Context: an optimization exercise on an open-source flow, tuned for small area. The choices shown serve that exercise and are no tape-out recipe. The RTL was checked by simulation tests, not by an equivalence proof against the original design.

==> flow/design.v (outline; a module is shown in full before it is edited, if it fits) <==
// module chen_cordic: 4792 lines
// module cfa: 4 lines
// module cha: 4 lines
module chen_cordic #(
    parameter ROTATE_TYPE = "ROTATE",
    parameter DATABITS = 17,
    parameter ITERATIONS = 16
)(
    input clk,
    input rst_n,
    input Validin,
    input signed [DATABITS-1:0] Xin,
    input signed [DATABITS-1:0] Yin,
    input signed [17:0] Ain,
    output Validout,
    output signed [DATABITS-1:0] Xout,
    output signed [DATABITS-1:0] Yout,
    output signed [17:0] Aout
);
  // ...
==> flow/run.sh <==
#!/bin/bash
# synth_recipe.tcl (not shown) runs the flow's synth.tcl, then flattens the netlist and writes it again
# the make line also repeats each setting of config.mk as NAME=value (left out here)
make -C /OpenROAD-flow-scripts/flow DESIGN_CONFIG=/design/flow/config.mk WORK_HOME=/design/flow/orfs CLKGATE_MAP_FILE= SYNTH_SCRIPT=/design/flow/synth_recipe.tcl finish
==> flow/config.mk <==
export PLATFORM = sky130hd
export DESIGN_NAME = chen_cordic
export DESIGN_NICKNAME = chen_cordic
export VERILOG_FILES = /design/flow/design.v
export SDC_FILE = /design/flow/constraint.sdc
export NUM_CORES = 4
export LEC_CHECK = 0
export CAP_MARGIN = 20
export CORE_MARGIN = 2
export CORE_UTILIZATION = 40
export CTS_BUF_LIST = sky130_fd_sc_hd__clkbuf_4 sky130_fd_sc_hd__clkbuf_8
export CTS_CLUSTER_DIAMETER = 40
export CTS_CLUSTER_SIZE = 12
export SLEW_MARGIN = 20
export SYNTH_HIERARCHICAL = 1
export SYNTH_MINIMUM_KEEP_SIZE = 0
==> flow/constraint.sdc <==
create_clock -name core_clock -period 6.5 [get_ports {clk}]
set_input_delay 1.3000 -clock core_clock [delete_from_list [all_inputs] [get_ports {clk}]]
set_output_delay 1.3000 -clock core_clock [all_outputs]
set_load 0.01 [all_outputs]
==> out/results.ini, run 1 <==
[status]
outcome=finished clean

[worst_setup_path]
r2r-end=r6_n661_s
crit_required_ps=7080
crit_fanout=2
cp_cell_sequence=fa_1 -> fa_1 -> fa_1 -> fa_1 -> fa_2 -> fa_1 -> fa_2 -> fa_2 -> fa_1 -> fa_1 -> fa_1 -> fa_2 -> fa_2 -> xor2_2 -> fa_1
cp.arrival_ps=6900
crit_top_cell=fa_1
crit_path_start_kind=flip-flop
r2r_slack_ps=180
cp.depth=15
cp-endpoint=r6_n661_s

[final_layout]
num-multi-input-gates=1504
nFlopsAndLatches=714
buffer_area_frac=0.0366
drive_gt1_frac=0.113
final_area_um2=40500
clock_area_frac=0.0534
seq_area_um2=14300
nFillCells=7772

[grt]
grt_pass1_vias=19788
grt_max_degree=35
gr-usage-met3=0.0253
busiest_layer=met2

[logic_synthesis]
synth.most_common_cell=dfxtp_1
synth_edf_count=0
synthSimpleGateAreaFrac=0.0160
synth_flop_cell=dfxtp_1
muxShareOfSynthArea=0.00115

[worst_hold_path]
hold_path_end=r7_n14_w_5
hp-class=flip-flop to flip-flop

[clocking]
cts_root_buf=clkbuf_8
post_cts_buffers=0
tritoncts=built

[detailed_routing]
dr.pass1.iters=18
wl_per_cell_um=15.1
drt-initial-drc-count=622

[floorplan]
io_pins=108

==> inputs of run 2 (changes only) <==
==> flow/flow/run.sh (new file) <==
#!/bin/bash
# The standard layout (the standard.sh, all steps), with one change: the buffer that
# placement puts on every input and output port is a plain sky130_fd_sc_hd__buf_2 instead of
# the cell buffer_ports picks by itself (a 10 um2 delay buffer). Every port still gets its buffer.
set -euo pipefail
export BUFFER_PORTS_ARGS="-buffer_cell sky130_fd_sc_hd__buf_2"
bash standard.sh > standard.log 2>&1
==> flow/standard.sh (new file) <==
#!/bin/bash
# synth_recipe.tcl (not shown) runs the flow's synth.tcl, then flattens the netlist and writes it again
# the make line also repeats each setting of config.mk as NAME=value (left out here)
make -C /OpenROAD-flow-scripts/flow DESIGN_CONFIG=/design/flow/config.mk WORK_HOME=/design/flow/orfs CLKGATE_MAP_FILE= SYNTH_SCRIPT=/design/flow/synth_recipe.tcl "${@:-finish}"
--- a/flow/config.mk
+++ b/flow/config.mk
@@ -8,9 +8,9 @@
 export CAP_MARGIN = 20
 export CORE_MARGIN = 2
 export CORE_UTILIZATION = 40
-export CTS_BUF_LIST = sky130_fd_sc_hd__clkbuf_4 sky130_fd_sc_hd__clkbuf_8
-export CTS_CLUSTER_DIAMETER = 40
-export CTS_CLUSTER_SIZE = 12
+export CTS_BUF_LIST = sky130_fd_sc_hd__clkbuf_8
+export CTS_CLUSTER_DIAMETER = 50
+export CTS_CLUSTER_SIZE = 16
 export SLEW_MARGIN = 20
 export SYNTH_HIERARCHICAL = 1
 export SYNTH_MINIMUM_KEEP_SIZE = 0
removed: flow/run.sh
==> out/results.ini, run 2 <==
[sta]
fmax_mhz=158
min_period_ps=6340
finalHoldViolCount=0
final.setup.tns_ps=0
timing.final.ws_setup_ps=156
maxSlewHeadroom=0.318
finalClockSkew_ps=34.3
slew_violations=0
tightest_slew_ps=1020
min_period_over_period=0.976
setup_viol=0

[final_layout]
syn2layout_area_growth_pct=11.3
nFillCells=7794  ; +0.28%
top_register=vld
seq_area_um2=14300  ; about the same
nets=3421
mostFrequentLayoutCells=dfxtp_1 (711), fa_1 (620), xnor2_1 (248), xor2_1 (198), ha_1 (136)
drive_gt1_frac=0.145  ; +0.0319
mostFrequentLayoutCell=dfxtp_1
largest_reg_flops=14
final_util=0.450
multiInputGateArea_um2=20700

[placed_design]
dp_slack_ps=-3.10
place.gp.congestion=0.813
port_buffers=107
dp_hpwl_mm=48.5

[clocking]
cts_root_buf=clkbuf_8
h-tree-depth=3
clk_path_buf_depth=3
path_clk_slew_ps=90
tritoncts=built
clock-sinks=714
clk_latency_ps=700
ctsHoldBuffers=0
numCtsBuffers=83

[logic_synthesis]
avgSynthCellArea_um2=14.8
yosys.area.top_type=dfxtp_1
synthTopCellsByCount=dfxtp_1 (714), fa_1 (658), xnor2_1 (251), xor2_1 (211), ha_1 (136)
synth.most_common_cell=dfxtp_1
synth_edf_count=0  ; unchanged
synth.area.top_cells=dfxtp_1 (40%), fa_1 (37%), xnor2_1 (6.1%)
mappedNetlistNets=3272
yosys_warnings=7
ys_ff_latch=714
synthesis.area_um2=35700
async_reset_ff_frac=0
seq_area_frac_synth=0.400
synth_flop_cell=dfxtp_1
syn-instance-count=2423
yosysTopAreaCellShare=0.400
ys_types=58

[grt]
grt_usage=0.137
grt_overflow=0
grt_pass1_vias=19882  ; +0.48%
grt_antenna_before_repair=1
grt_pass1_wl_mm=99.8
grt_max_degree=35  ; unchanged

[status]
outcome=finished clean

[detailed_routing]
wl_per_cell_um=15.3  ; +1.6%
drc=0
viasPerCell=4.39
drt-initial-drc-count=531  ; -15%
vias=16703
ant_nets=0
dr.pass1.iters=20  ; +2
totalWireLength_mm=58.2

[worst_setup_path]
crit_path_start_kind=flip-flop
crit_required_ps=7070  ; about the same
crit_fanout=2  ; unchanged
cp.arrival_ps=6910  ; about the same
path_class=flip-flop to flip-flop
cp-end-kind=flip-flop

[flow_run]
maxCapViolCount=0

[floorplan]
chipHeight_um=303
die_w_um=303
io_pins=108  ; unchanged
fp.dieArea_um2=91800
start_util=0.404
rows=109
coreArea_um2=88500

[worst_hold_path]
hp-class=flip-flop to flip-flop

==> run 2: cell count changes in the layout (fill, tap and decap cells not counted), sizes merged <==
cell           delta
buf             +102
bufinv            +1
clkbuf           -31
clkdlybuf4s50   -107
clkinv            -4
clkinvlp          +5
inv              +14
==> run 2: final cells by class <==
type,instances,share of cell area
Tap cell,1165,0.0366
Multi-Input combinational cell,1504,0.520
Clock inverter,66,0.0208
Sequential cell,714,0.359
Antenna cell,1,0.0000629
Clock buffer,86,0.0297
Timing Repair Buffer,157,0.0229
Inverter,112,0.0106
==> run 2: critical path, stage by stage (launching register included) <==
cell	delay, ps
dfxtp_1	330
fa_2	620
xor2_2	170
fa_1	480
xor2_1	200
fa_1	430
fa_2	370
fa_1	400
fa_1	390
fa_1	390
fa_1	410
fa_1	400
fa_1	400
fa_1	400
fa_1	390
fa_1	450
==> run 2: timing repair <==
item | CTS | global route
setup buffers | 0 | 4
setup endpoints to repair | 1 | 30
pin swaps | 1 | 16
resized for setup | 2 | 51
==> run 2: per-module statistics from Yosys, one instance, submodules excluded <==
module	cells	area, µm²	times used	flip-flops and latches
cfa	1	20.0	654	0
cha	1	12.5	54	0
chen_cordic	1715	22000	1	714
==> run 2: cell families after synthesis <==
| group | Yosys count | share of synthesized area |
|---|---|---|
| adder cells (fa/ha/maj) | 794 | 0.416 |
| AND/OR/NAND/NOR | 112 | 0.0160 |
| AO/OA/AOI/OAI | 131 | 0.0257 |
| multiplexers | 4 | 0.00115 |
| buffers and inverters | 205 | 0.0277 |
| XOR/XNOR | 463 | 0.114 |
| flip-flops | 714 | 0.400 |
==> run 2: final timing paths <==
| check | end | cells past startpoint | startpoint | slack, ps |
|---|---|---|---|---|
| hold reg to reg | r13_n915_s | 0 | r12_n915_s | 320 |
| setup / recovery | r5_n560_s | 15 | r4_n383_s | 160 |
| hold / removal | r13_n915_s | 0 | r12_n915_s | 320 |
| setup reg to reg | r5_n560_s | 15 | r4_n383_s | 160 |
==> run 2: metrics by stage <==
stage	cells	area (µm²)	hold WS [ps]
global route	3805	39800	326
CTS	3800	39600	322
global placement	3648	37500	311
detailed placement	3648	37500	312
finish	3805	39800	319
floorplan	2423	35800	310
==> run 2: metal layers <==
metal	track usage	up-vias	share of wire
met5	0	-	0
met4	0.0408	0	0.023
met3	0.0282	108	0.042
met2	0.247	247	0.52
met1	0.163	8538	0.41
li1	-	7810	-

## port drivers added, routing unchanged
How much do the figures lean on ideal ports? The routed layouts below were timed once more, with nothing changed but the port constraints.
Step 1 sets driving cells, clkbuf_16 on the clock port and buf_2 on the other inputs (assumed; they add their load-dependent delay and slew).
Step 2 times the ports against the registers' clock, not the clock port: input delays grow and output delays shrink by t, the midpoint of the rising clock arrivals with the driver on.
Slacks: ideal ports / drivers / drivers and shift; pairs: ideal ports / drivers.
| run | t, ns | slack for setup (ns) | worst slew at a driven data input, ns | cell pins on the clock port's net |
|---|---|---|---|---|
| run 1 | 0.758 | 0.182 / 0.182 / 0.182 | 0.05 | 1 |
| run 2 | 0.736 | 0.156 / 0.156 / 0.156 | 0.06 | 1 |
After both steps every run listed still meets setup and hold.
